Source: an optimization exercise on an open RTL-to-GDS flow (aim: small area and a short achievable clock period). Production flows keep margins and buffers that such runs may drop. Only simulation tests tie the RTL to the original design; equivalence was not proved.

## flow/design.v (module list and top-level ports; edited modules follow where they fit)
// module div_pre: 36 lines
// module srt_sel: 21 lines
// module srt_csa: 13 lines
// module srt_iters: 42 lines
// module div_post: 31 lines
// module mul33: 1193 lines
// module reg_file: 51 lines
// module cpu: 246 lines
module cpu(
    input clk,
    input reset,
    input [31:0] instruction_from_icache,
    input busywait_from_icache,
    input [31:0] data_from_dcache,
    input busywait_from_dcache,
    output [31:0] address_to_icache,
    output [31:0] reg0_output,reg1_output,reg2_output,reg3_output,reg4_output,reg5_output,reg6_output,
    output dcache_read,
    output dcache_write,
    output [31:0] dcache_address,
    output [31:0] dcache_writedata
  );
  // ...
==> flow/run.sh <==
#!/bin/bash
# synth_recipe.tcl (not shown) runs the flow's synth.tcl, then flattens the netlist and writes it again
# the make line also repeats each setting of config.mk as NAME=value (left out here)
make -C /OpenROAD-flow-scripts/flow DESIGN_CONFIG=/design/flow/config.mk WORK_HOME=/design/flow/orfs CLKGATE_MAP_FILE= SYNTH_SCRIPT=/design/flow/synth_recipe.tcl finish
==> flow/config.mk <==
export PLATFORM = sky130hd
export DESIGN_NAME = cpu
export DESIGN_NICKNAME = cpu
export VERILOG_FILES = /design/flow/design.v
export SDC_FILE = /design/flow/constraint.sdc
export NUM_CORES = 8
export LEC_CHECK = 0
export ABC_AREA = 1
export CAP_MARGIN = 35
export CORE_MARGIN = 2
export CORE_UTILIZATION = 30
export CTS_BUF_LIST = sky130_fd_sc_hd__clkbuf_8
export CTS_CLUSTER_DIAMETER = 70
export CTS_CLUSTER_SIZE = 14
export PLACE_DENSITY = 0.5
export SLEW_MARGIN = 35
==> flow/constraint.sdc <==
create_clock -name core_clock -period 120.0 [get_ports {clk}]
set_input_delay 24.0000 -clock core_clock [delete_from_list [all_inputs] [get_ports {clk}]]
set_output_delay 24.0000 -clock core_clock [all_outputs]
set_load 0.01 [all_outputs]
==> results.py, run 1 <==
metrics = {
    "drt": {
        "vias": 148987,
        "wl_met2_um": 356100,
        "highest_layer": "met5",
        "ant_nets": 0,
    },
    "synth": {
        "synth_area_leader_cell": "edfxtp_1",
        "ys_warn_count": 7,
        "yosysTopAreaCellShare_pct": 24.27,
        "synthDistinctLibCells": 95,
        "synth-compound-area-share_pct": 12.96,
        "post-synth-top-count-cell": "nand2_1",
        "synth_xor_area_share_pct": 8.118,
    },
    "critical_path": {
        "path_depth": 127,
        "setup.worst_path.end": "qo_m[0]",
        "path_max_fanout": 34,
        "crit_path_top_delay_cell": "inv_2",
        "cpPeakStageDelay_ns": 0.64,
        "setup.worst_path.end_class": "register",
    },
    "hold_path": {
        "worstHoldStart": "dq_x[6]",
    },
    "layout": {
        "final_common_cell": "nand2_1",
        "buffer_area_share_pct": 4.979,
        "area_growth_pct": 10.10,
    },
    "sta": {
        "tightestPinTransition_ns": 1.088,
        "final_max_slew_viol_count": 0,
        "final.setup.tns_ns": 0,
        "whs_ns": 0.4159,
    },
    "placement": {
        "gp_congestion": 1.014,
        "io_buffers": 389,
        "dpl_cell_area_um2": 163000,
    },
    "grt": {
        "grt_pass1_wl_um": 1152000,
        "grt_use_met3_pct": 9.170,
        "antenna_found_initial": 69,
        "grt.overflow.total": 0,
    },
    "status": {
        "outcome": "no timing/DRC/antenna violations",
    },
    "clock_network": {
        "cts.sinks": 1508,
        "cts_tree": "built",
    },
}
==> run 2: changes to the inputs <==
--- a/flow/config.mk
+++ b/flow/config.mk
@@ -15,2 +15,2 @@
 export PLACE_DENSITY = 0.5
-export SLEW_MARGIN = 35
+export SLEW_MARGIN = 60
==> results.py, run 2 <==
metrics = {
    "layout": {
        "largestRegisters": "rf.hi.r: 800 flops, rf.lo.r: 224 flops, dq_m: 33 flops",
        "final_common_cell": "nand2_1",
        "final_core_util_pct": 33.73,
        "drive_gt1_share_pct": 8.019,
        "largest_register_ffs": 800,
        "final_area_um2": 169000,
        "final_cell_mix": "nand2_1 (4618), inv_1 (2225), nand3_1 (1287)",
        "area_growth_pct": 12.15,
        "regMostFlops": "rf.hi.r",
        "fin_nets": 21011,
    },
    "sta": {
        "max_freq_mhz": 35.92,
        "final_max_slew_viol_count": 0,
        "final.setup.tns_ns": 0,
        "finalSetupViolCount": 0,
        "fin_worst_skew_ns": 0.1873,
        "slew_headroom_pct": 50.36,
        "rsz0062_at_grt": "no",
        "hold_viol_final": 0,
        "tightestPinTransition_ns": 0.7447,
        "period_share_pct": 23.20,
        "finalCriticalPeriod_ns": 27.84,
    },
    "synth": {
        "yosysSeqAreaShare_pct": 29.11,
        "ys_top_cells_by_count": "nand2_1 (4652), inv_1 (2230), nand3_1 (1292)",
        "post-synth-top-count-cell": "nand2_1",
        "synthFlopType": "edfxtp_1",
        "syn_area_per_cell_um2": 7.885,
        "ys_warn_count": 7,
        "synth_seq_cells": 1508,
        "synth_edf_count": 1218,
        "synthArstFlopShare_pct": 19.23,
        "synthDistinctLibCells": 95,
        "synthCells": 19111,
        "synth.top_cells.by_area": "edfxtp_1 (24%), fa_1 (13%), nand2_1 (12%)",
        "synth_area_leader_cell": "edfxtp_1",
        "syn-num-nets": 20859,
        "synth_area_um2": 150700,
        "yosysTopAreaCellShare_pct": 24.27,
    },
    "placement": {
        "io_buffers": 389,
        "dpl_cell_area_um2": 165600,
        "gp_congestion": 1.014,
        "hpwlAfterDp_um": 626900,
    },
    "critical_path": {
        "cpPeakStageDelay_ns": 0.68,
        "cp-start-kind": "register",
        "cp.arrival_ns": 28.52,
        "setup.worst_path.end_class": "register",
        "path_common_cell": "inv_1",
        "critPathRequiredTime_ns": 120.68,
        "path_max_fanout": 32,
        "r2r_setup_slack_ns": 92.16,
        "path_class": "register to register",
        "crit_path_top_delay_cell": "edfxtp_1",
    },
    "die": {
        "die-height_um": 712.7,
        "die_width_um": 712.7,
        "design.die.area_um2": 508000,
        "start_util_pct": 30.08,
        "coreArea_um2": 501000,
        "num_io_pins": 390,
        "row_count": 260,
    },
    "drt": {
        "routed_wl_um": 849800,
        "drt_first_pass_iters": 10,
        "drt_iter0_drc": 21408,
        "vias_per_cell": 5.743,
        "vias": 149699,
        "ant_nets": 0,
        "wl_per_cell_um": 32.60,
        "route.detailed.drc": 0,
    },
    "grt": {
        "grt.overflow.total": 0,
        "grt_usage_pct": 32.20,
        "grt_pass1_wl_um": 1155000,
        "antenna_found_initial": 69,
        "grt_max_degree": 82,
        "grt_pass1_vias": 141704,
    },
    "clock_network": {
        "clock_latency_ns": 1.10,
        "cts_tree": "built",
        "cts_made_buffers": 146,
        "cts.sinks": 1508,
        "cts_hold_buf": 0,
        "path_clk_slew_ns": 0.10,
        "cts-htree-levels": 4,
        "root_buffer": "clkbuf_8",
        "cts.repair.resized": 0,
        "cts_setup_buffers": 0,
        "cts.path.max_buffers": 4,
    },
    "status": {
        "outcome": "no timing/DRC/antenna violations",
    },
    "hold_path": {
        "hp-class": "register to register",
    },
    "flow_run": {
        "cap_violations": 0,
    },
}
-- run 2: cells by family after synthesis --
group	Yosys count	synth area share, %
adders and majority gates	1680	18.67
and+or+nand+nor	7801	21.91
muxes	27	0.1793
buffers and inverters	3450	9.051
AOI/OAI and AO/OA	3250	12.96
DFF	1508	29.11
xor gates and xnor gates	1395	8.118
-- run 2: layer usage --
layer / up-vias / wire length, µm / track usage, % / share of wire [%]
met1: 73329 / 327600 / 40.88 / 39
met2: 10007 / 356600 / 47.88 / 42
met3: 2636 / 96110 / 9.005 / 11
met4: 60 / 69080 / 20.97 / 8.1
li1: 63667 / - / - / -
met5: - / 420 / 0 / 0.049
-- run 2: final cells by class --
cell class	instances	area (µm²)
fillers	53579	332000
diodes	42	105.1
repair buffers	1088	10380
clock buffers	148	2037
flip-flops and latches	1508	43870
well taps	6681	8359
inverters	2366	8960
clock inverters	79	649.4
multi-input cells	14153	94630
-- run 2: critical path, delay by kind of cell, from the launching register on --
family	cells	cell delay (ns)
simple gates	31	3.88
xor+xnor	13	3.31
flops	1	0.68
fa+ha+maj	27	9.91
buf+inv	30	4.76
compound gates	28	4.83
-- run 2: through the flow --
stage	hold slack (ns)	std cells	worst slack (ns)
2_1_floorplan	0.4003	19111	83.16
3_5_place_dp	0.4045	25774	92.63
5_1_grt	0.4196	26037	89.77
3_3_place_gp	0.4002	25634	91.50
4_1_cts	0.4069	26001	92.47
6_report	0.4042	26065	92.16
-- run 2: final timing paths --
path                            from              to  depth (start not counted)
min reg2reg                  dq_x[5]        dq_m[23]                          0
max reg2reg                imm_x[28]         qo_m[0]                        129
min                          dq_x[5]        dq_m[23]                          0
min in group asynchronous      reset  rf.lo[6].r[11]                          2
max in group asynchronous      reset        rf.v[19]                          6
max                        imm_x[28]         qo_m[0]                        129
==> run 3: changes to the inputs <==
--- a/flow/config.mk
+++ b/flow/config.mk
@@ -15,2 +15,2 @@
 export PLACE_DENSITY = 0.5
-export SLEW_MARGIN = 60
+export SLEW_MARGIN = 50
==> results.py, run 3 <==
metrics = {
    "drt": {
        "met3_length_um": 95910,
        "wl_per_cell_um": 32.68,
        "vias_per_cell": 5.745,
        "highest_layer": "met5",
        "drt_iter0_drc": 21430,
        "drt_first_pass_iters": 8,
        "route.detailed.drc": 0,
        "ant_nets": 0,
        "vias": 149113,
        "wl_met1_um": 327900,
        "routed_wl_um": 848100,
        "wl_met2_um": 354500,
    },
    "clock_network": {
        "clock_latency_ns": 1.07,
        "path_clk_slew_ns": 0.09,
        "cts_tree": "built",
        "cts.repair.resized": 0,
        "cts_setup_buffers": 0,
        "cts.sinks": 1508,
        "cts_hold_buf": 0,
        "root_buffer": "clkbuf_8",
        "cts.path.max_buffers": 4,
        "cts-htree-levels": 4,
        "cts_made_buffers": 148,
    },
    "grt": {
        "grt_pass1_wl_um": 1152000,
        "grt_usage_pct": 32.15,
        "grt.overflow.total": 0,
        "grt_max_degree": 82,
        "grt_pass1_vias": 140667,
        "antenna_found_initial": 69,
    },
    "layout": {
        "nFillCells": 53702,
        "fin_nets": 20898,
        "multi_input_area_um2": 94050,
        "fin_cells": 25956,
        "final_core_util_pct": 33.24,
        "area_growth_pct": 10.50,
        "regMostFlops": "rf.hi.r",
        "regArea_um2": 43870,
        "drive_gt1_share_pct": 6.969,
        "largestRegisters": "rf.hi.r: 800 flops, rf.lo.r: 224 flops, dq_m: 33 flops",
        "largest_register_ffs": 800,
        "final_cell_mix": "nand2_1 (4627), inv_1 (2233), nand3_1 (1291)",
        "final_common_cell": "nand2_1",
    },
    "critical_path": {
        "setup.worst_path.end_class": "register",
        "path_class": "register to register",
        "path_max_fanout": 34,
        "r2r_cells": 130,
        "path_common_cell": "inv_1",
        "cp-start-kind": "register",
        "cp.arrival_ns": 28.66,
        "crit_path_top_delay_cell": "fa_1",
        "cpPeakStageDelay_ns": 0.55,
        "critPathRequiredTime_ns": 120.68,
        "r2r_setup_slack_ns": 92.02,
    },
    "synth": {
        "post-synth-top-count-cell": "nand2_1",
        "synthFlopType": "edfxtp_1",
        "syn_area_per_cell_um2": 7.885,
        "syn-num-nets": 20859,
        "ys_warn_count": 7,
        "yosysTopAreaCellShare_pct": 24.27,
        "synth_area_leader_cell": "edfxtp_1",
        "synthDistinctLibCells": 95,
        "synth_edf_count": 1218,
        "synth_seq_cells": 1508,
        "synthCells": 19111,
        "yosysSeqAreaShare_pct": 29.11,
        "synth_area_um2": 150700,
        "synthArstFlopShare_pct": 19.23,
        "ys_top_cells_by_count": "nand2_1 (4652), inv_1 (2230), nand3_1 (1292)",
        "synth.top_cells.by_area": "edfxtp_1 (24%), fa_1 (13%), nand2_1 (12%)",
    },
    "sta": {
        "tightestPinTransition_ns": 0.9467,
        "period_share_pct": 23.32,
        "slew_headroom_pct": 36.22,
        "hold_viol_final": 0,
        "final.setup.tns_ns": 0,
        "final_max_slew_viol_count": 0,
        "fin_worst_skew_ns": 0.2019,
        "max_freq_mhz": 35.73,
        "rsz0062_at_grt": "no",
        "finalCriticalPeriod_ns": 27.98,
        "finalSetupViolCount": 0,
    },
    "hold_path": {
        "min_path_cells": 0,
        "hp-class": "register to register",
    },
    "status": {
        "outcome": "no timing/DRC/antenna violations",
    },
    "placement": {
        "io_buffers": 389,
        "gp_congestion": 1.014,
        "hpwlAfterDp_um": 621500,
        "dp_cells": 25675,
    },
    "die": {
        "num_io_pins": 390,
        "start_util_pct": 30.08,
        "die_width_um": 712.7,
        "coreArea_um2": 501000,
        "die-height_um": 712.7,
        "row_count": 260,
        "design.die.area_um2": 508000,
    },
    "flow_run": {
        "cap_violations": 0,
    },
}
run 3: cell families after synthesis:
family,synth area share [%]
xor+xnor,8.118
compound gates,12.96
flops,29.11
buf+inv,9.051
simple gates,21.91
fa+ha+maj,18.67
mux,0.1793
run 3: final cells by class:
| type | count | share of cell area [%] |
|---|---|---|
| Antenna cell | 47 | 0.07064 |
| Clock buffer | 153 | 1.265 |
| Clock inverter | 75 | 0.2908 |
| Inverter | 2366 | 5.360 |
| Multi-Input combinational cell | 14153 | 56.48 |
| Sequential cell | 1508 | 26.35 |
| Tap cell | 6681 | 5.020 |
| Timing Repair Buffer | 973 | 5.162 |
run 3: worst paths after layout:
| kind | from | endpoint |
|---|---|---|
| setup / recovery | d2_x[30] | qo_m[0] |
| hold / removal | dq_x[5] | dq_m[23] |
| setup reg to reg | d2_x[30] | qo_m[0] |
| hold reg to reg | dq_x[5] | dq_m[23] |
| max in group asynchronous | reset | we_m |
| min in group asynchronous | reset | rf.lo[6].r[3] |
run 3: metrics by stage:
step	hold slack (ns)	instance area [µm²]	setup slack, ns
2_1_floorplan	0.4003	150700	83.16
3_3_place_gp	0.4002	162700	91.50
3_5_place_dp	0.4056	163600	92.38
4_1_cts	0.4143	166200	92.25
5_1_grt	0.4271	166400	89.79
6_report	0.4153	166500	92.02
run 3: per-layer routing:
| layer | track usage [%] | vias to the layer above |
|---|---|---|
| li1 | - | 63425 |
| met5 | 0 | - |
| met2 | 47.75 | 9912 |
| met3 | 9.108 | 2536 |
| met4 | 20.93 | 54 |
| met1 | 40.79 | 73186 |
run 3: critical path: cells and delay by family, from the launching register on:
family                     cells  cell delay (ns)
xor gates and xnor gates      12             2.92
buffers and inverters         33             5.90
and+or+nand+nor               31             4.14
AOI/OAI and AO/OA             29             4.94
adders and majority gates     25             9.22
DFF                            1             0.40
==> run 4: changes to the inputs <==
--- a/flow/config.mk
+++ b/flow/config.mk
@@ -14,3 +14,4 @@
 export CTS_CLUSTER_SIZE = 14
+export GPL_TIMING_DRIVEN = 0
 export PLACE_DENSITY = 0.5
-export SLEW_MARGIN = 50
+export SLEW_MARGIN = 35
==> results.py, run 4 <==
metrics = {
    "layout": {
        "regMostFlops": "rf.hi.r",
        "drive_gt1_share_pct": 7.697,
        "largestRegisters": "rf.hi.r: 800 flops, rf.lo.r: 224 flops, dq_m: 33 flops",
        "nFillCells": 53595,
        "regArea_um2": 43870,
        "fin_nets": 21694,
        "final_cell_mix": "nand2_1 (4625), inv_1 (2257), nand3_1 (1291)",
        "area_growth_pct": 15.64,
        "final_common_cell": "nand2_1",
        "largest_register_ffs": 800,
        "multi_input_area_um2": 94140,
    },
    "synth": {
        "synth_area_um2": 150700,
        "post-synth-top-count-cell": "nand2_1",
        "synth.top_cells.by_area": "edfxtp_1 (24%), fa_1 (13%), nand2_1 (12%)",
        "yosysSeqAreaShare_pct": 29.11,
        "synthSimpleGateAreaFrac_pct": 21.91,
        "synthDistinctLibCells": 95,
        "synth_top_family_by_area": "simple AND/OR/NAND/NOR gates",
        "synth_area_leader_cell": "edfxtp_1",
        "synthArstFlopShare_pct": 19.23,
        "syn_area_per_cell_um2": 7.885,
        "syn-num-nets": 20859,
        "synth_seq_cells": 1508,
        "synth_xor_area_share_pct": 8.118,
        "synth-compound-area-share_pct": 12.96,
        "synthFlopType": "edfxtp_1",
        "synth_edf_count": 1218,
        "ys_warn_count": 7,
        "synth-adder-area-share_pct": 18.67,
        "yosysTopAreaCellShare_pct": 24.27,
        "ys_top_cells_by_count": "nand2_1 (4652), inv_1 (2230), nand3_1 (1292)",
        "synthMuxAreaShare_pct": 0.1793,
        "synthCells": 19111,
    },
    "grt": {
        "grt_max_degree": 78,
        "antenna_found_initial": 133,
        "grt_usage_pct": 40.07,
        "grt.overflow.total": 0,
        "grt_pass1_vias": 147619,
        "grt_pass1_wl_um": 1371000,
    },
    "drt": {
        "routed_wl_um": 1055000,
        "vias_per_cell": 5.839,
        "vias": 156726,
        "wl_per_cell_um": 39.33,
        "route.detailed.drc": 0,
        "ant_nets": 0,
        "drt_first_pass_iters": 8,
        "drt_iter0_drc": 21571,
    },
    "sta": {
        "whs_ns": 0.4203,
        "final.setup.tns_ns": 0,
        "fin_worst_skew_ns": 0.2285,
        "final_max_slew_viol_count": 0,
        "tightestPinTransition_ns": 1.152,
        "rsz0062_at_grt": "no",
        "finalCriticalPeriod_ns": 32.17,
        "period_share_pct": 26.81,
        "finalSetupViolCount": 0,
        "slew_headroom_pct": 22.42,
        "hold_viol_final": 0,
        "max_freq_mhz": 31.09,
    },
    "die": {
        "die-height_um": 712.7,
        "design.die.area_um2": 508000,
        "die_width_um": 712.7,
        "num_io_pins": 390,
        "coreArea_um2": 501000,
        "row_count": 260,
        "start_util_pct": 30.08,
    },
    "clock_network": {
        "clock_latency_ns": 1.24,
        "cts_made_buffers": 170,
        "cts.sinks": 1508,
        "cts-htree-levels": 4,
        "cts_hold_buf": 0,
        "cts.path.max_buffers": 4,
        "root_buffer": "clkbuf_8",
        "cts_setup_buffers": 0,
        "path_clk_slew_ns": 0.12,
        "cts_tree": "built",
        "cts.repair.resized": 0,
    },
    "critical_path": {
        "path_class": "register to register",
        "critPathRequiredTime_ns": 120.83,
        "path_max_fanout": 17,
        "setup.worst_path.end_class": "register",
        "path_common_cell": "nand2_1",
        "cp-start-kind": "register",
        "cp.arrival_ns": 33.00,
        "crit_path_top_delay_cell": "nor2_2",
        "cpPeakStageDelay_ns": 0.89,
    },
    "status": {
        "outcome": "no timing/DRC/antenna violations",
    },
    "placement": {
        "gp_congestion": 1.071,
        "io_buffers": 389,
        "hpwlAfterDp_um": 862500,
    },
    "hold_path": {
        "hp-class": "register to register",
    },
    "flow_run": {
        "cap_violations": 0,
    },
}
==> run 4: final cells by class <==
type                       count  area share (%)
multi-input combinational  14153           54.02
sequential                  1508           25.18
timing repair buffer         663           5.736
inverter                    2366           5.107
tap                         6681           4.797
buffer                      1084           2.923
clock buffer                 175           1.382
clock inverter               124          0.7345
antenna                       85          0.1221
==> run 4: worst max-delay path: cells and delay by family, from the launching register on <==
| kind | cells | cell delay, ns |
|---|---|---|
| fa+ha+maj | 18 | 7.27 |
| simple gates | 48 | 9.30 |
| buf+inv | 27 | 7.19 |
| compound gates | 28 | 5.39 |
| flops | 1 | 0.62 |
| xor+xnor | 7 | 1.86 |
==> run 4: logic make-up after synthesis <==
kind of cell	after synthesis
multiplexers	27
AND/OR/NAND/NOR	7801
buffers and inverters	3450
AO/OA/AOI/OAI	3250
XOR/XNOR	1395
flip-flops	1508
adder cells (fa/ha/maj)	1680
==> run 4: through the flow <==
stage	std cells	utilization, %	instance area [µm²]	setup WS, ns
CTS	26749	34.72	173900	88.30
floorplan	19111	-	150700	83.16
finish	26839	34.78	174300	87.83
detailed placement	26450	33.98	170200	88.42
global placement	26181	32.52	162900	69.21
global route	26764	34.75	174100	86.12
==> run 4: routing by layer <==
metal / vias to the layer above / global-route usage, % / share of wire (%)
li1: 65215 / - / -
met1: 77508 / 46.98 / 36
met2: 10656 / 61.64 / 43
met3: 3255 / 10.34 / 9.8
met4: 92 / 33.21 / 10
met5: - / 0.4242 / 0.087
==> run 4: worst paths after layout <==
check	slack, ns	endpoint	cells after the start	from
max in group asynchronous	94.86	we_m	5	reset
min in group asynchronous	23.25	rf.lo[6].r[13]	2	reset
max reg2reg	87.83	imm_x[22]	128	rf.v[14]
min reg2reg	0.42	dq_m[20]	0	dq_x[2]
min	0.42	dq_m[20]	0	dq_x[2]
max	87.83	imm_x[22]	128	rf.v[14]
==> run 5: changes to the inputs <==
--- a/flow/config.mk
+++ b/flow/config.mk
@@ -10,3 +10,3 @@
 export CORE_MARGIN = 2
-export CORE_UTILIZATION = 30
+export CORE_UTILIZATION = 35
 export CTS_BUF_LIST = sky130_fd_sc_hd__clkbuf_8
@@ -14,4 +14,3 @@
 export CTS_CLUSTER_SIZE = 14
-export GPL_TIMING_DRIVEN = 0
-export PLACE_DENSITY = 0.5
+export PLACE_DENSITY = 0.6
 export SLEW_MARGIN = 35
==> results.py, run 5 <==
metrics = {
    "status": {
        "outcome": "no timing/DRC/antenna violations",
    },
    "clock_network": {
        "cts_made_buffers": 151,
        "clock_latency_ns": 1.17,
        "cts_setup_buffers": 0,
        "cts.path.max_buffers": 4,
        "cts.sinks": 1508,
        "cts_tree": "built",
        "cts.repair.resized": 0,
        "cts_hold_buf": 0,
        "cts-htree-levels": 4,
        "path_clk_slew_ns": 0.11,
        "root_buffer": "clkbuf_8",
    },
    "synth": {
        "synthFlopType": "edfxtp_1",
        "yosysTopAreaCellShare_pct": 24.27,
        "synth_edf_count": 1218,
        "synthArstFlopShare_pct": 19.23,
        "synth.top_cells.by_area": "edfxtp_1 (24%), fa_1 (13%), nand2_1 (12%)",
        "synthDistinctLibCells": 95,
        "ys_top_cells_by_count": "nand2_1 (4652), inv_1 (2230), nand3_1 (1292)",
        "post-synth-top-count-cell": "nand2_1",
        "synth_seq_cells": 1508,
        "ys_warn_count": 7,
        "syn-num-nets": 20859,
        "syn_area_per_cell_um2": 7.885,
        "synth_area_leader_cell": "edfxtp_1",
        "synth_area_um2": 150700,
        "synthCells": 19111,
        "yosysSeqAreaShare_pct": 29.11,
    },
    "layout": {
        "final_cell_mix": "nand2_1 (4645), inv_1 (2228), nand3_1 (1291)",
        "regMostFlops": "rf.hi.r",
        "area_growth_pct": 9.381,
        "drive_gt1_share_pct": 6.555,
        "fin_nets": 20839,
        "largest_register_ffs": 800,
        "final_common_cell": "nand2_1",
        "largestRegisters": "rf.hi.r: 800 flops, rf.lo.r: 224 flops, dq_m: 33 flops",
        "nFillCells": 44024,
    },
    "sta": {
        "fin_worst_skew_ns": 0.2365,
        "tightestPinTransition_ns": 1.122,
        "rsz0062_at_grt": "no",
        "finalSetupViolCount": 0,
        "final_max_slew_viol_count": 0,
        "period_share_pct": 23.59,
        "final.setup.tns_ns": 0,
        "hold_viol_final": 0,
        "max_freq_mhz": 35.32,
        "finalCriticalPeriod_ns": 28.31,
        "slew_headroom_pct": 25.17,
    },
    "placement": {
        "io_buffers": 389,
        "hpwlAfterDp_um": 592100,
        "gp_congestion": 1.066,
    },
    "die": {
        "start_util_pct": 35.22,
        "coreArea_um2": 427900,
        "row_count": 240,
        "die-height_um": 660.2,
        "die_width_um": 660.2,
        "design.die.area_um2": 435800,
        "num_io_pins": 390,
    },
    "drt": {
        "route.detailed.drc": 0,
        "drt_iter0_drc": 23701,
        "drt_first_pass_iters": 10,
        "routed_wl_um": 820000,
        "ant_nets": 0,
        "vias": 150908,
        "wl_per_cell_um": 32.92,
        "vias_per_cell": 6.059,
    },
    "critical_path": {
        "r2r_setup_slack_ns": 91.69,
        "cp-start-kind": "register",
        "cpPeakStageDelay_ns": 0.72,
        "r2r_start": "ra2_oh[21]",
        "r2r_cells": 132,
        "r2r_end": "d1_x[31]",
        "path_common_cell": "nand2_1",
        "path_class": "register to register",
        "path_max_fanout": 35,
        "cp.arrival_ns": 29.00,
        "crit_path_top_delay_cell": "nand2_1",
        "critPathRequiredTime_ns": 120.69,
        "setup.worst_path.end_class": "register",
    },
    "grt": {
        "grt_pass1_vias": 140033,
        "antenna_found_initial": 78,
        "grt_usage_pct": 36.35,
        "grt_max_degree": 79,
        "grt.overflow.total": 0,
        "grt_pass1_wl_um": 1118000,
    },
    "flow_run": {
        "cap_violations": 0,
    },
    "hold_path": {
        "hp-class": "register to register",
        "min_path_cells": 0,
        "hold-path-endpoint": "dvs_m[1]",
        "worstHoldStart": "dvs_x[1]",
    },
}
[run 5: kinds of logic after synthesis]
group | after synthesis | share of synthesized area [%]
DFF | 1508 | 29.11
AOI/OAI and AO/OA | 3250 | 12.96
muxes | 27 | 0.1793
buffers and inverters | 3450 | 9.051
adders and majority gates | 1680 | 18.67
and+or+nand+nor | 7801 | 21.91
xor gates and xnor gates | 1395 | 8.118
[run 5: metal layers]
layer / up-vias / wire length (µm) / GRT usage (%)
met4: 58 / 73020 / 25.46
met3: 3120 / 113400 / 13.28
li1: 63329 / - / -
met5: - / 506 / 0
met2: 12016 / 337000 / 53.05
met1: 72385 / 296000 / 44.34
[run 5: worst max-delay path, delay by kind of cell, from the launching register on]
| family | cells | cell delay, ns |
|---|---|---|
| fa+ha+maj | 19 | 7.04 |
| compound gates | 28 | 4.32 |
| flops | 1 | 0.37 |
| simple gates | 47 | 7.43 |
| buf+inv | 31 | 6.80 |
| xor+xnor | 7 | 1.58 |
[run 5: final cells by class]
cell class / instances / area (µm²) / share of cell area [%]
repair buffers: 911 / 8173 / 4.958
multi-input cells: 14153 / 93870 / 56.95
clock inverters: 79 / 585.6 / 0.3553
diodes: 41 / 102.6 / 0.06225
flip-flops and latches: 1508 / 43870 / 26.62
clock buffers: 160 / 2202 / 1.336
inverters: 2366 / 8904 / 5.402
well taps: 5687 / 7116 / 4.317
[run 5: stage by stage]
stage | utilization (%) | instances | instance area (µm²) | setup slack, ns | hold WS, ns
2_1_floorplan | - | 19111 | 150700 | 83.16 | 0.4003
3_3_place_gp | 37.65 | 24587 | 161100 | 91.04 | 0.4009
3_5_place_dp | 37.80 | 24615 | 161700 | 91.80 | 0.4045
4_1_cts | 38.45 | 24854 | 164500 | 91.97 | 0.4225
5_1_grt | 38.50 | 24868 | 164700 | 89.70 | 0.4311
6_report | 38.52 | 24905 | 164800 | 91.69 | 0.4070
[run 5: how the worst max path moves through the flow]
| stage | startpoint | slack [ns] | depth (start not counted) | to |
|---|---|---|---|---|
| 4_1_cts | d2_x[30] | 91.97 | 128 | qo_m[0] |
| 6_report | ra2_oh[21] | 91.69 | 132 | d1_x[31] |
| 3_3_place_gp | d2_x[30] | 91.04 | 128 | qo_m[0] |
| 5_1_grt | qo_m[2] | 89.70 | 133 | rf.hi[27].r[9] |
| 3_5_place_dp | busywait_from_dcache | 91.80 | 6 | ra2_oh[19] |
| 2_1_floorplan | busywait_from_dcache | 83.16 | 3 | we_m |
==> run 6: changes to the inputs <==
--- a/flow/config.mk
+++ b/flow/config.mk
@@ -10,7 +10,7 @@
 export CORE_MARGIN = 2
-export CORE_UTILIZATION = 35
+export CORE_UTILIZATION = 30
 export CTS_BUF_LIST = sky130_fd_sc_hd__clkbuf_8
-export CTS_CLUSTER_DIAMETER = 70
+export CTS_CLUSTER_DIAMETER = 60
 export CTS_CLUSTER_SIZE = 14
-export PLACE_DENSITY = 0.6
+export PLACE_DENSITY = 0.55
 export SLEW_MARGIN = 35
==> results.py, run 6 <==
metrics = {
    "sta": {
        "hold_viol_final": 0,
        "final.setup.tns_ns": 0,
        "rsz0062_at_grt": "no",
        "fin_worst_skew_ns": 0.1784,
        "period_share_pct": 23.93,
        "tightestPinTransition_ns": 1.104,
        "finalSetupViolCount": 0,
        "slew_headroom_pct": 26.41,
        "finalCriticalPeriod_ns": 28.72,
        "max_freq_mhz": 34.82,
        "final_max_slew_viol_count": 0,
        "final.setup.worst_slack_ns": 91.28,
    },
    "critical_path": {
        "path_class": "register to register",
        "path_max_fanout": 34,
        "critPathRequiredTime_ns": 120.69,
        "cpPeakStageDelay_ns": 1.04,
        "setup.worst_path.end_class": "register",
        "critical_path_buf_inv_count": 30,
        "cp.arrival_ns": 29.40,
        "cp-start-kind": "register",
        "crit_path_top_delay_cell": "edfxtp_1",
        "path_common_cell": "inv_1",
        "crit_family": "adder cells",
    },
    "drt": {
        "route.detailed.drc": 0,
        "drt_first_pass_iters": 10,
        "drt_iter0_drc": 23269,
        "vias": 150422,
        "wl_per_cell_um": 32.26,
        "ant_nets": 0,
        "routed_wl_um": 836400,
        "vias_per_cell": 5.802,
    },
    "layout": {
        "nFillCells": 53476,
        "regArea_um2": 43870,
        "largest_register_ffs": 800,
        "area_growth_pct": 10.23,
        "multi_input_area_um2": 93860,
        "fin_nets": 20838,
        "drive_gt1_share_pct": 6.414,
        "final_common_cell": "nand2_1",
        "regMostFlops": "rf.hi.r",
        "final_cell_mix": "nand2_1 (4645), inv_1 (2246), nand3_1 (1290)",
        "largestRegisters": "rf.hi.r: 800 flops, rf.lo.r: 224 flops, dq_m: 33 flops",
        "fin_cells": 25925,
    },
    "synth": {
        "synth_seq_cells": 1508,
        "ys_top_cells_by_count": "nand2_1 (4652), inv_1 (2230), nand3_1 (1292)",
        "syn-num-nets": 20859,
        "synth_area_um2": 150700,
        "yosysTopAreaCellShare_pct": 24.27,
        "synthDistinctLibCells": 95,
        "synthArstFlopShare_pct": 19.23,
        "synthFlopType": "edfxtp_1",
        "yosysSeqAreaShare_pct": 29.11,
        "synth_area_leader_cell": "edfxtp_1",
        "syn_area_per_cell_um2": 7.885,
        "synthCells": 19111,
        "post-synth-top-count-cell": "nand2_1",
        "synth.top_cells.by_area": "edfxtp_1 (24%), fa_1 (13%), nand2_1 (12%)",
        "synth_edf_count": 1218,
        "ys_warn_count": 7,
    },
    "clock_network": {
        "root_buffer": "clkbuf_8",
        "cts.repair.resized": 0,
        "cts-htree-levels": 4,
        "cts.sinks": 1508,
        "cts_made_buffers": 150,
        "cts_hold_buf": 0,
        "cts_tree": "built",
        "cts.path.max_buffers": 4,
        "path_clk_slew_ns": 0.10,
        "clock_latency_ns": 1.08,
        "cts_setup_buffers": 0,
    },
    "grt": {
        "grt.overflow.total": 0,
        "grt_pass1_vias": 140327,
        "grt_usage_pct": 31.63,
        "antenna_found_initial": 76,
        "grt_max_degree": 153,
        "grt_pass1_wl_um": 1136000,
    },
    "die": {
        "die-height_um": 712.7,
        "design.die.area_um2": 508000,
        "row_count": 260,
        "die_width_um": 712.7,
        "num_io_pins": 390,
        "coreArea_um2": 501000,
        "start_util_pct": 30.08,
    },
    "placement": {
        "hpwlAfterDp_um": 609100,
        "gp_congestion": 1.046,
        "dp_cells": 25606,
        "dp_slack_ns": 91.15,
        "io_buffers": 389,
    },
    "status": {
        "outcome": "no timing/DRC/antenna violations",
    },
    "hold_path": {
        "hp-class": "register to register",
    },
    "flow_run": {
        "cap_violations": 0,
    },
}
## run 6: layout make-up
class	instances	area share [%]
Timing Repair Buffer	911	4.953
Clock buffer	151	1.251
Antenna cell	68	0.1024
Inverter	2366	5.357
Clock inverter	87	0.3917
Sequential cell	1508	26.41
Multi-Input combinational cell	14153	56.50
Tap cell	6681	5.032
## run 6: routing by layer
metal / vias up / share of wire, % / global-route usage [%]
li1: 63359 / - / -
met1: 72946 / 37 / 39.12
met2: 11168 / 42 / 46.65
met3: 2873 / 13 / 11.07
met4: 76 / 8.1 / 20.28
met5: - / 0.14 / 1.065
## run 6: path summary, 6_finish.rpt
kind                       startpoint       endpoint  slack (ns)  cells after the start
max                          d2_x[29]        qo_m[0]       91.28                    125
min                          dvs_x[1]       dvs_m[1]        0.41                      0
max reg2reg                  d2_x[29]        qo_m[0]       91.28                    125
min reg2reg                  dvs_x[1]       dvs_m[1]        0.41                      0
max in group asynchronous       reset       rf.v[24]       94.38                      5
min in group asynchronous       reset  rf.lo[6].r[3]       23.43                      2
## run 6: cell families (layout without fill, tap and decap cells)
kind of cell | after synthesis | count (layout) | share of synthesized area, %
other | 0 | 68 | 0
AO/OA/AOI/OAI | 3250 | 3250 | 12.96
buffers and inverters | 3450 | 3515 | 9.051
AND/OR/NAND/NOR | 7801 | 7801 | 21.91
XOR/XNOR | 1395 | 1395 | 8.118
flip-flops | 1508 | 1508 | 29.11
multiplexers | 27 | 27 | 0.1793
adder cells (fa/ha/maj) | 1680 | 1680 | 18.67
## run 6: per-stage QoR
step	area [µm²]	util, %	hold WS [ns]
after global placement	162500	32.43	0.4017
after CTS	165600	33.06	0.4117
after detailed placement	162900	32.52	0.4045
after floorplan	150700	-	0.4003
after global routing	166000	33.13	0.4216
final	166100	33.16	0.4140
==> module cpu, before the edit <==
module cpu(
    input clk,
    input reset,
    input [31:0] instruction_from_icache,
    input busywait_from_icache,
    input [31:0] data_from_dcache,
    input busywait_from_dcache,
    output [31:0] address_to_icache,
    output [31:0] reg0_output,reg1_output,reg2_output,reg3_output,reg4_output,reg5_output,reg6_output,
    output dcache_read,
    output dcache_write,
    output [31:0] dcache_address,
    output [31:0] dcache_writedata
  );
  localparam K1 = 5;
  localparam K2 = 6;
  localparam Q1 = 0;
  localparam Q2 = 1;
  wire stall = busywait_from_icache | busywait_from_dcache;
  wire bj;
  wire [31:0] bj_addr;
  reg [31:0] pc;
  always @(posedge clk or posedge reset)
    if (reset) pc <= 32'hFFFFFFFC;
    else if (!stall) pc <= bj ? bj_addr : pc + 32'd4;
  assign address_to_icache = pc;
  reg [31:0] ir;
  reg ir_v;
  always @(posedge clk or posedge reset)
    if (reset) ir_v <= 1'b0;
    else if (bj) ir_v <= 1'b0;
    else if (!stall) ir_v <= 1'b1;
  reg [31:0] ra1_oh, ra2_oh;
  always @(posedge clk)
    if (!stall) begin
      ir <= instruction_from_icache;
      ra1_oh <= 32'd1 << instruction_from_icache[19:15];
      ra2_oh <= 32'd1 << instruction_from_icache[24:20];
    end
  wire [6:0] opc = ir[6:0];
  wire [2:0] f3 = ir[14:12];
  wire [6:0] f7 = ir[31:25];
  wire is_lui   = opc == 7'b0110111;
  wire is_auipc = opc == 7'b0010111;
  wire is_jal   = opc == 7'b1101111;
  wire is_jalr  = opc == 7'b1100111;
  wire is_br    = opc == 7'b1100011;
  wire is_ld    = opc == 7'b0000011;
  wire is_st    = opc == 7'b0100011;
  wire is_opi   = opc == 7'b0010011;
  wire is_op    = opc == 7'b0110011;
  wire is_m     = is_op & (f7 == 7'b0000001);
  wire is_div   = is_m & f3[2];
  wire d_we = ir_v & (is_lui | is_auipc | is_jal | is_jalr | is_ld | is_opi | is_op);
  wire d_mr = ir_v & is_ld;
  wire d_mw = ir_v & is_st;
  wire d_br = ir_v & is_br;
  wire d_jp = ir_v & (is_jal | is_jalr);
  wire [1:0] d_rsel = is_lui ? 2'd1 : (is_jal | is_jalr) ? 2'd3 : (is_op & is_m) ? 2'd0 : 2'd2;
  wire d_in1 = is_auipc | is_jal;
  wire d_in2 = is_auipc | is_jal | is_jalr | is_ld | is_st | is_opi;
  wire d_cpl = is_br | (is_op & f7[5]);
  wire [2:0] d_aluop = (is_opi | is_op) ? f3 : 3'd0;
  wire [31:0] imm_i = {{21{ir[31]}}, ir[30:20]};
  wire [31:0] imm_s = {{21{ir[31]}}, ir[30:25], ir[11:7]};
  wire [31:0] imm_b = {{20{ir[31]}}, ir[7], ir[30:25], ir[11:8], 1'b0};
  wire [31:0] imm_u = {ir[31:12], 12'd0};
  wire [31:0] imm_j = {{12{ir[31]}}, ir[19:12], ir[20], ir[30:21], 1'b0};
  wire [31:0] d_imm = (is_lui | is_auipc) ? imm_u : is_jal ? imm_j : is_st ? imm_s : is_br ? imm_b : imm_i;
  wire [31:0] rs1v, rs2v, wdata;
  reg we_m;
  reg [4:0] rd_m;
  reg_file rf(
    .clk(clk), .reset(reset),
    .ra1(ra1_oh), .ra2(ra2_oh), .rd1(rs1v), .rd2(rs2v),
    .we(we_m), .wa(rd_m), .wd(wdata),
    .r0(reg0_output), .r1(reg1_output), .r2(reg2_output), .r3(reg3_output),
    .r4(reg4_output), .r5(reg5_output), .r6(reg6_output)
  );
  wire [62:0] dv_w;
  wire [31:0] dv_dp;
  wire [4:0]  dv_s;
  wire dv_xneg, dv_ds, dv_dz, dv_one;
  div_pre dpre(.a(rs1v), .b(rs2v), .sgn(~f3[0]), .w(dv_w), .dp(dv_dp), .s(dv_s),
               .xneg(dv_xneg), .ds(dv_ds), .dz(dv_dz), .one(dv_one));
  wire [34:0] d_ds, d_dc;
  wire [3*K1-1:0] d_dq;
  wire [2:0] d_qo;
  srt_iters #(.J0(0), .J1(K1), .QI(0), .QO(Q1)) dit1(.si({{2{dv_w[62]}}, dv_w[62:30]}), .ci(35'd0),
               .dp(dv_dp), .wl(dv_w[29:0]), .qi(3'b000), .so(d_ds), .co(d_dc), .qd(d_dq), .qo(d_qo));
  reg we_x, mr_x, mw_x, br_x, jp_x;
  always @(posedge clk or posedge reset)
    if (reset) {we_x, mr_x, mw_x, br_x, jp_x} <= 5'd0;
    else if (bj) {we_x, mr_x, mw_x, br_x, jp_x} <= 5'd0;
    else if (!stall) {we_x, mr_x, mw_x, br_x, jp_x} <= {d_we, d_mr, d_mw, d_br, d_jp};
  reg [4:0] rd_x;
  reg [2:0] f3_x, aluop_x;
  reg [1:0] rsel_x;
  reg in1_x, in2_x, cpl_x, ld_x;
  reg [31:0] d1_x, d2_x, imm_x;
  reg [2:0] dsh_x, dch_x;
  reg [3*K1-1:0] dq_x;
  reg [2:0] qo_x;
  reg [29:0] dw_x;
  reg [4:0] dvs_x;
  reg xneg_x, ds_x, dz_x, one_x;
  always @(posedge clk)
    if (!stall) begin
      rd_x <= ir[11:7];
      f3_x <= f3;
      aluop_x <= d_aluop;
      rsel_x <= d_rsel;
      in1_x <= d_in1;
      in2_x <= d_in2;
      cpl_x <= d_cpl;
      ld_x <= is_ld;
      d1_x <= is_div ? d_ds[31:0] : rs1v;
      d2_x <= is_div ? dv_dp : rs2v;
      imm_x <= is_div ? d_dc[31:0] : d_imm;
      dsh_x <= d_ds[34:32];
      dch_x <= d_dc[34:32];
      dq_x <= d_dq;
      qo_x <= d_qo;
      dw_x <= dv_w[29:0];
      dvs_x <= dv_s;
      {xneg_x, ds_x, dz_x, one_x} <= {dv_xneg, dv_ds, dv_dz, dv_one};
    end
  wire [31:0] pc_x = pc - 32'd8;       
  wire [31:0] op1 = in1_x ? pc_x : d1_x;
  wire [31:0] op2 = in2_x ? imm_x : d2_x;
  wire [31:0] op2c = cpl_x ? -op2 : op2;
  wire [31:0] sum = op1 + op2c;
  wire ltu = op1 < op2c;
  wire lts = (op1[31] ^ op2c[31]) ? op1[31] : ltu;
  wire big = |op2c[31:5];
  wire shl = ~aluop_x[2];
  reg [31:0] shin, shout, shres;
  integer b;
  always @(*) begin
    for (b = 0; b < 32; b = b + 1) shin[b] = shl ? op1[31-b] : op1[b];
    shout = shin >> op2c[4:0];
    for (b = 0; b < 32; b = b + 1) shres[b] = shl ? shout[31-b] : shout[b];
  end
  wire [31:0] sh = big ? 32'd0 : shres;
  reg [31:0] alu;
  always @(*)
    case (aluop_x)
      3'd0: alu = sum;
      3'd1: alu = sh;
      3'd2: alu = {31'd0, lts};
      3'd3: alu = {31'd0, ltu};
      3'd4: alu = op1 ^ op2c;
      3'd5: alu = sh;
      3'd6: alu = op1 | op2c;
      default: alu = op1 & op2c;
    endcase
  wire zero = ~|sum;
  wire sign = sum[31];
  reg cond;
  always @(*)
    case (f3_x)
      3'b000: cond = zero;
      3'b001: cond = ~zero;
      3'b100: cond = ~zero & sign;
      3'b101: cond = ~sign;
      3'b110: cond = ~zero & ltu;
      3'b111: cond = ~ltu;
      default: cond = 1'b0;
    endcase
  assign bj = (br_x & cond) | jp_x;
  assign bj_addr = jp_x ? sum : pc_x + imm_x;
  wire msg = f3_x[1:0] == 2'b01;
  wire [63:0] prod;
  mul33 mu(.a({msg & d1_x[31], d1_x}), .b({msg & d2_x[31], d2_x}), .p(prod));
  wire [31:0] mres = (f3_x[1:0] == 2'b00) ? prod[31:0] : prod[63:32];
  reg [31:0] res;
  always @(*)
    case (rsel_x)
      2'd0: res = mres;
      2'd1: res = imm_x;
      2'd2: res = alu;
      default: res = pc - 32'd4;
    endcase
  wire [34:0] x_ds, x_dc;
  wire [3*K2-1:0] x_dq;
  wire [31:0] dp_x = d2_x;
  wire [2:0] x_qo;
  srt_iters #(.J0(K1), .J1(K1+K2), .QI(Q1), .QO(Q2)) dit2(.si({dsh_x, d1_x}), .ci({dch_x, imm_x}),
               .dp(dp_x), .wl(dw_x), .qi(qo_x), .so(x_ds), .co(x_dc), .qd(x_dq), .qo(x_qo));
  wire div_x = (rsel_x == 2'd0) & f3_x[2];
  reg mr_m, mw_m;
  always @(posedge clk or posedge reset)
    if (reset) {we_m, mr_m, mw_m} <= 3'd0;
    else if (!stall) {we_m, mr_m, mw_m} <= {we_x, mr_x, mw_x};
  reg [2:0] f3_m;
  reg ld_m, dv_m;
  reg [31:0] res_m, sd_m;
  reg [2:0] dsh_m;
  reg [34:0] dc_m;
  reg [3*(K1+K2)-1:0] dq_m;
  reg [2:0] qo_m;
  reg [29:0] dw_m;
  reg [4:0] dvs_m;
  reg xneg_m, ds_m, dz_m, one_m;
  always @(posedge clk)
    if (!stall) begin
      rd_m <= rd_x;
      f3_m <= f3_x;
      ld_m <= ld_x;
      dv_m <= div_x;
      res_m <= div_x ? x_ds[31:0] : res;
      sd_m <= (f3_x == 3'b000) ? {24'd0, d2_x[7:0]} :
              (f3_x == 3'b001) ? {16'd0, d2_x[15:0]} : d2_x;
      dsh_m <= x_ds[34:32];
      dc_m <= x_dc;
      dq_m <= {dq_x, x_dq};
      qo_m <= x_qo;
      dw_m <= dw_x;
      dvs_m <= dvs_x;
      {xneg_m, ds_m, dz_m, one_m} <= {xneg_x, ds_x, dz_x, one_x};
    end
  assign dcache_read = mr_m;
  assign dcache_write = mw_m;
  assign dcache_address = res_m;
  assign dcache_writedata = sd_m;
  reg [31:0] ldv;
  always @(*)
    case (f3_m)
      3'b000: ldv = {{24{data_from_dcache[7]}}, data_from_dcache[7:0]};
      3'b001: ldv = {{16{data_from_dcache[15]}}, data_from_dcache[15:0]};
      3'b010: ldv = data_from_dcache;
      3'b100: ldv = {24'd0, data_from_dcache[7:0]};
      3'b101: ldv = {16'd0, data_from_dcache[15:0]};
      default: ldv = 32'd0;
    endcase
  wire [34:0] m_ds, m_dc;
  wire [3*(16-K1-K2)-1:0] m_dq;
  wire [31:0] dp_m = sd_m;
  wire [2:0] m_qo;
  srt_iters #(.J0(K1+K2), .J1(16), .QI(Q2), .QO(0)) dit3(.si({dsh_m, res_m}), .ci(dc_m),
               .dp(dp_m), .wl(dw_m), .qi(qo_m), .so(m_ds), .co(m_dc), .qd(m_dq), .qo(m_qo));
  wire [31:0] dres;
  div_post dpost(.rs(m_ds), .rc(m_dc), .qd({dq_m, m_dq}), .dp(dp_m), .s(dvs_m),
                 .xneg(xneg_m), .ds(ds_m), .dz(dz_m), .one(one_m), .selr(f3_m[1]), .res(dres));
  assign wdata = ld_m ? ldv : dv_m ? dres : res_m;
endmodule
==> run 7: changes to the inputs <==
--- a/flow/design.v
+++ b/flow/design.v
@@ -1419,3 +1419,4 @@
     else if (!stall) ir_v <= 1'b1;
-  reg [31:0] ra1_oh, ra2_oh;
+  reg [3:0] ra1_h, ra2_h;
+  reg [7:0] ra1_l, ra2_l;
   always @(posedge clk)
@@ -1423,4 +1424,13 @@
       ir <= instruction_from_icache;
-      ra1_oh <= 32'd1 << instruction_from_icache[19:15];
-      ra2_oh <= 32'd1 << instruction_from_icache[24:20];
+      ra1_h <= 4'd1 << instruction_from_icache[19:18];
+      ra1_l <= 8'd1 << instruction_from_icache[17:15];
+      ra2_h <= 4'd1 << instruction_from_icache[24:23];
+      ra2_l <= 8'd1 << instruction_from_icache[22:20];
+    end
+  reg [31:0] ra1_oh, ra2_oh;
+  integer r;
+  always @(*)
+    for (r = 0; r < 32; r = r + 1) begin
+      ra1_oh[r] = ra1_h[r >> 3] & ra1_l[r & 7];
+      ra2_oh[r] = ra2_h[r >> 3] & ra2_l[r & 7];
     end
--- a/flow/config.mk
+++ b/flow/config.mk
@@ -12,5 +12,5 @@
 export CTS_BUF_LIST = sky130_fd_sc_hd__clkbuf_8
-export CTS_CLUSTER_DIAMETER = 60
+export CTS_CLUSTER_DIAMETER = 70
 export CTS_CLUSTER_SIZE = 14
-export PLACE_DENSITY = 0.55
+export PLACE_DENSITY = 0.5
 export SLEW_MARGIN = 35
==> results.py, run 7 <==
metrics = {
    "critical_path": {
        "path_max_fanout": 38,
        "crit_path_top_delay_cell": "nand3_2",
        "cpPeakStageDelay_ns": 0.85,
        "r2r_end": "imm_x[15]",
        "r2r_setup_slack_ns": 91.33,
        "critPathRequiredTime_ns": 120.77,
        "path_class": "register to register",
        "r2r_start": "ra2_l[3]",
        "r2r_cells": 130,
        "cp-start-kind": "register",
        "setup.worst_path.end": "imm_x[15]",
        "setup.worst_path.end_class": "register",
        "cp.arrival_ns": 29.45,
        "startpoint": "ra2_l[3]",
        "path_common_cell": "nand2_1",
    },
    "layout": {
        "largestRegisters": "rf.hi.r: 800 flops, rf.lo.r: 224 flops, dq_m: 33 flops",
        "multi_input_area_um2": 93380,
        "fin_cells": 25956,
        "final_cell_mix": "nand2_1 (4013), inv_1 (2572), nor2_1 (1386)",
        "final_core_util_pct": 33.30,
        "final_common_cell": "nand2_1",
        "drive_gt1_share_pct": 6.168,
        "largest_register_ffs": 800,
        "area_growth_pct": 10.51,
        "final_area_um2": 165900,
        "nFillCells": 53201,
        "regMostFlops": "rf.hi.r",
        "regArea_um2": 42670,
        "fin_nets": 20894,
    },
    "synth": {
        "ys_warn_count": 7,
        "synthDistinctLibCells": 82,
        "synth-adder-area-share_pct": 18.77,
        "yosysTopAreaCellShare_pct": 23.57,
        "synthFlopType": "edfxtp_1",
        "synth_edf_count": 1178,
        "synthMuxAreaShare_pct": 0.2476,
        "ys_top_cells_by_count": "nand2_1 (4029), inv_1 (2552), nor2_1 (1429)",
        "syn_area_per_cell_um2": 7.835,
        "post-synth-top-count-cell": "nand2_1",
        "synth_xor_area_share_pct": 8.012,
        "synthCells": 19158,
        "synth_area_um2": 150100,
        "synth_seq_cells": 1468,
        "syn-num-nets": 20909,
        "synth.top_cells.by_area": "edfxtp_1 (24%), fa_1 (13%), nand2_1 (10%)",
        "synthSimpleGateAreaFrac_pct": 20.55,
        "synth-compound-area-share_pct": 14.13,
        "synth_area_leader_cell": "edfxtp_1",
        "synth_top_family_by_area": "simple AND/OR/NAND/NOR gates",
        "synthArstFlopShare_pct": 19.75,
        "yosysSeqAreaShare_pct": 28.43,
    },
    "grt": {
        "grt_usage_pct": 32.72,
        "grt_pass1_wl_um": 1169000,
        "grt.overflow.total": 0,
        "grt_max_degree": 80,
        "antenna_found_initial": 89,
        "grt_pass1_vias": 141106,
    },
    "hold_path": {
        "hp-class": "register to register",
        "min_path_cells": 0,
    },
    "sta": {
        "hold_viol_final": 0,
        "final.setup.tns_ns": 0,
        "whs_ns": 0.4268,
        "rsz0062_at_grt": "no",
        "max_freq_mhz": 34.87,
        "finalSetupViolCount": 0,
        "tightestPinTransition_ns": 1.088,
        "finalCriticalPeriod_ns": 28.67,
        "slew_headroom_pct": 27.44,
        "period_share_pct": 23.90,
        "final_max_slew_viol_count": 0,
        "fin_worst_skew_ns": 0.1706,
    },
    "die": {
        "die_width_um": 711.3,
        "die-height_um": 711.3,
        "num_io_pins": 390,
        "row_count": 259,
        "coreArea_um2": 498100,
        "design.die.area_um2": 506000,
        "start_util_pct": 30.14,
    },
    "drt": {
        "vias": 150943,
        "drt_first_pass_iters": 10,
        "vias_per_cell": 5.815,
        "routed_wl_um": 864000,
        "wl_per_cell_um": 33.29,
        "drt_iter0_drc": 23772,
        "route.detailed.drc": 0,
        "ant_nets": 0,
    },
    "clock_network": {
        "cts-htree-levels": 4,
        "cts_tree": "built",
        "cts_made_buffers": 151,
        "cts_setup_buffers": 0,
        "cts.path.max_buffers": 4,
        "cts.sinks": 1468,
        "cts.repair.resized": 0,
        "root_buffer": "clkbuf_8",
        "path_clk_slew_ns": 0.10,
        "cts_hold_buf": 0,
        "clock_latency_ns": 1.16,
    },
    "placement": {
        "hpwlAfterDp_um": 623900,
        "io_buffers": 389,
        "dp_cells": 25636,
        "gp_congestion": 1.055,
        "dpl_cell_area_um2": 162600,
    },
    "status": {
        "outcome": "no timing/DRC/antenna violations",
    },
    "flow_run": {
        "cap_violations": 0,
    },
}
-- run 7: cell count changes in the layout (fill, tap and decap cells not counted), sizes merged, moves of 128 or more --
cell / change
inv: +304
nand2: -687
nand3: -422
nand4: +338
nor2: +282
o21ai: +128
-- run 7: worst min-delay path by stage --
stage / from / end / slack, ns
floorplan: dq_x[0] / dq_m[18] / 0.40
global placement: rd_x[0] / rd_m[0] / 0.40
detailed placement: dit2.wl[4] / dw_m[4] / 0.40
CTS: rd_x[1] / rd_m[1] / 0.43
global route: rd_x[2] / rd_m[2] / 0.43
finish: rd_x[1] / rd_m[1] / 0.43
-- run 7: area by class of cell --
cell class | count | area share (%)
inverter | 2658 | 6.031
timing repair buffer | 949 | 5.101
multi-input combinational | 13915 | 56.30
tap | 6655 | 5.020
clock buffer | 160 | 1.328
sequential | 1468 | 25.72
clock inverter | 94 | 0.4111
antenna | 57 | 0.08599
-- run 7: metrics by stage --
step                      setup slack (ns)
after floorplan                      84.10
after global placement               91.92
after detailed placement             92.15
after CTS                            92.05
after global routing                 89.11
final                                91.33
-- run 7: logic make-up (layout without fill, tap and decap cells) --
| family | count (synthesis) | after routing |
|---|---|---|
| flip-flops | 1468 | 1468 |
| AND/OR/NAND/NOR | 7271 | 7271 |
| other | 0 | 57 |
| adder cells (fa/ha/maj) | 1683 | 1683 |
| AO/OA/AOI/OAI | 3551 | 3551 |
| multiplexers | 37 | 37 |
| buffers and inverters | 3775 | 3861 |
| XOR/XNOR | 1373 | 1373 |
-- run 7: critical path, delay by kind of cell (launching register included) --
kind	cells	cell delay, ns
xor gates and xnor gates	7	1.80
AOI/OAI and AO/OA	27	3.94
adders and majority gates	17	6.47
buffers and inverters	32	8.03
and+or+nand+nor	47	7.61
DFF	1	0.33
-- run 7: routing by layer --
metal  up-vias  track usage [%]  part of all wire [%]
met2     10609            48.11                    42
li1      63842                -                     -
met3      2594            10.25                    12
met5         -           0.2262                 0.059
met4        44            20.70                   7.7
met1     73854            41.50                    38

[afterwards: timing with drivers on the ports]
In the flow no input, the clock included, has a driving cell. The finished layouts below were timed again as built, in two steps.
Step 1 sets driving cells, clkbuf_16 on the clock port and buf_2 on the other inputs (assumed; they add their load-dependent delay and slew).
Step 2, shift: input delay + t, output delay - t, t = (earliest + latest rising clock arrival at the registers) / 2. This alone moves slack from input paths to output paths.
Three values: ideal, step 1, step 2; two values: the first two.
run	t (ns)	setup slack, ns	pins driven straight from the clock port
run 1	1.109	91.985 / 91.985 / 91.985	1
run 2	1.131	92.161 / 92.161 / 92.161	1
run 3	1.097	92.016 / 92.016 / 92.016	1
run 4	1.238	87.831 / 87.831 / 87.831	1
run 5	1.160	91.688 / 91.688 / 91.688	1
run 6	1.127	91.285 / 91.285 / 91.285	1
run 7	1.199	91.326 / 91.326 / 91.326	1
After both steps every run listed still meets setup and hold.
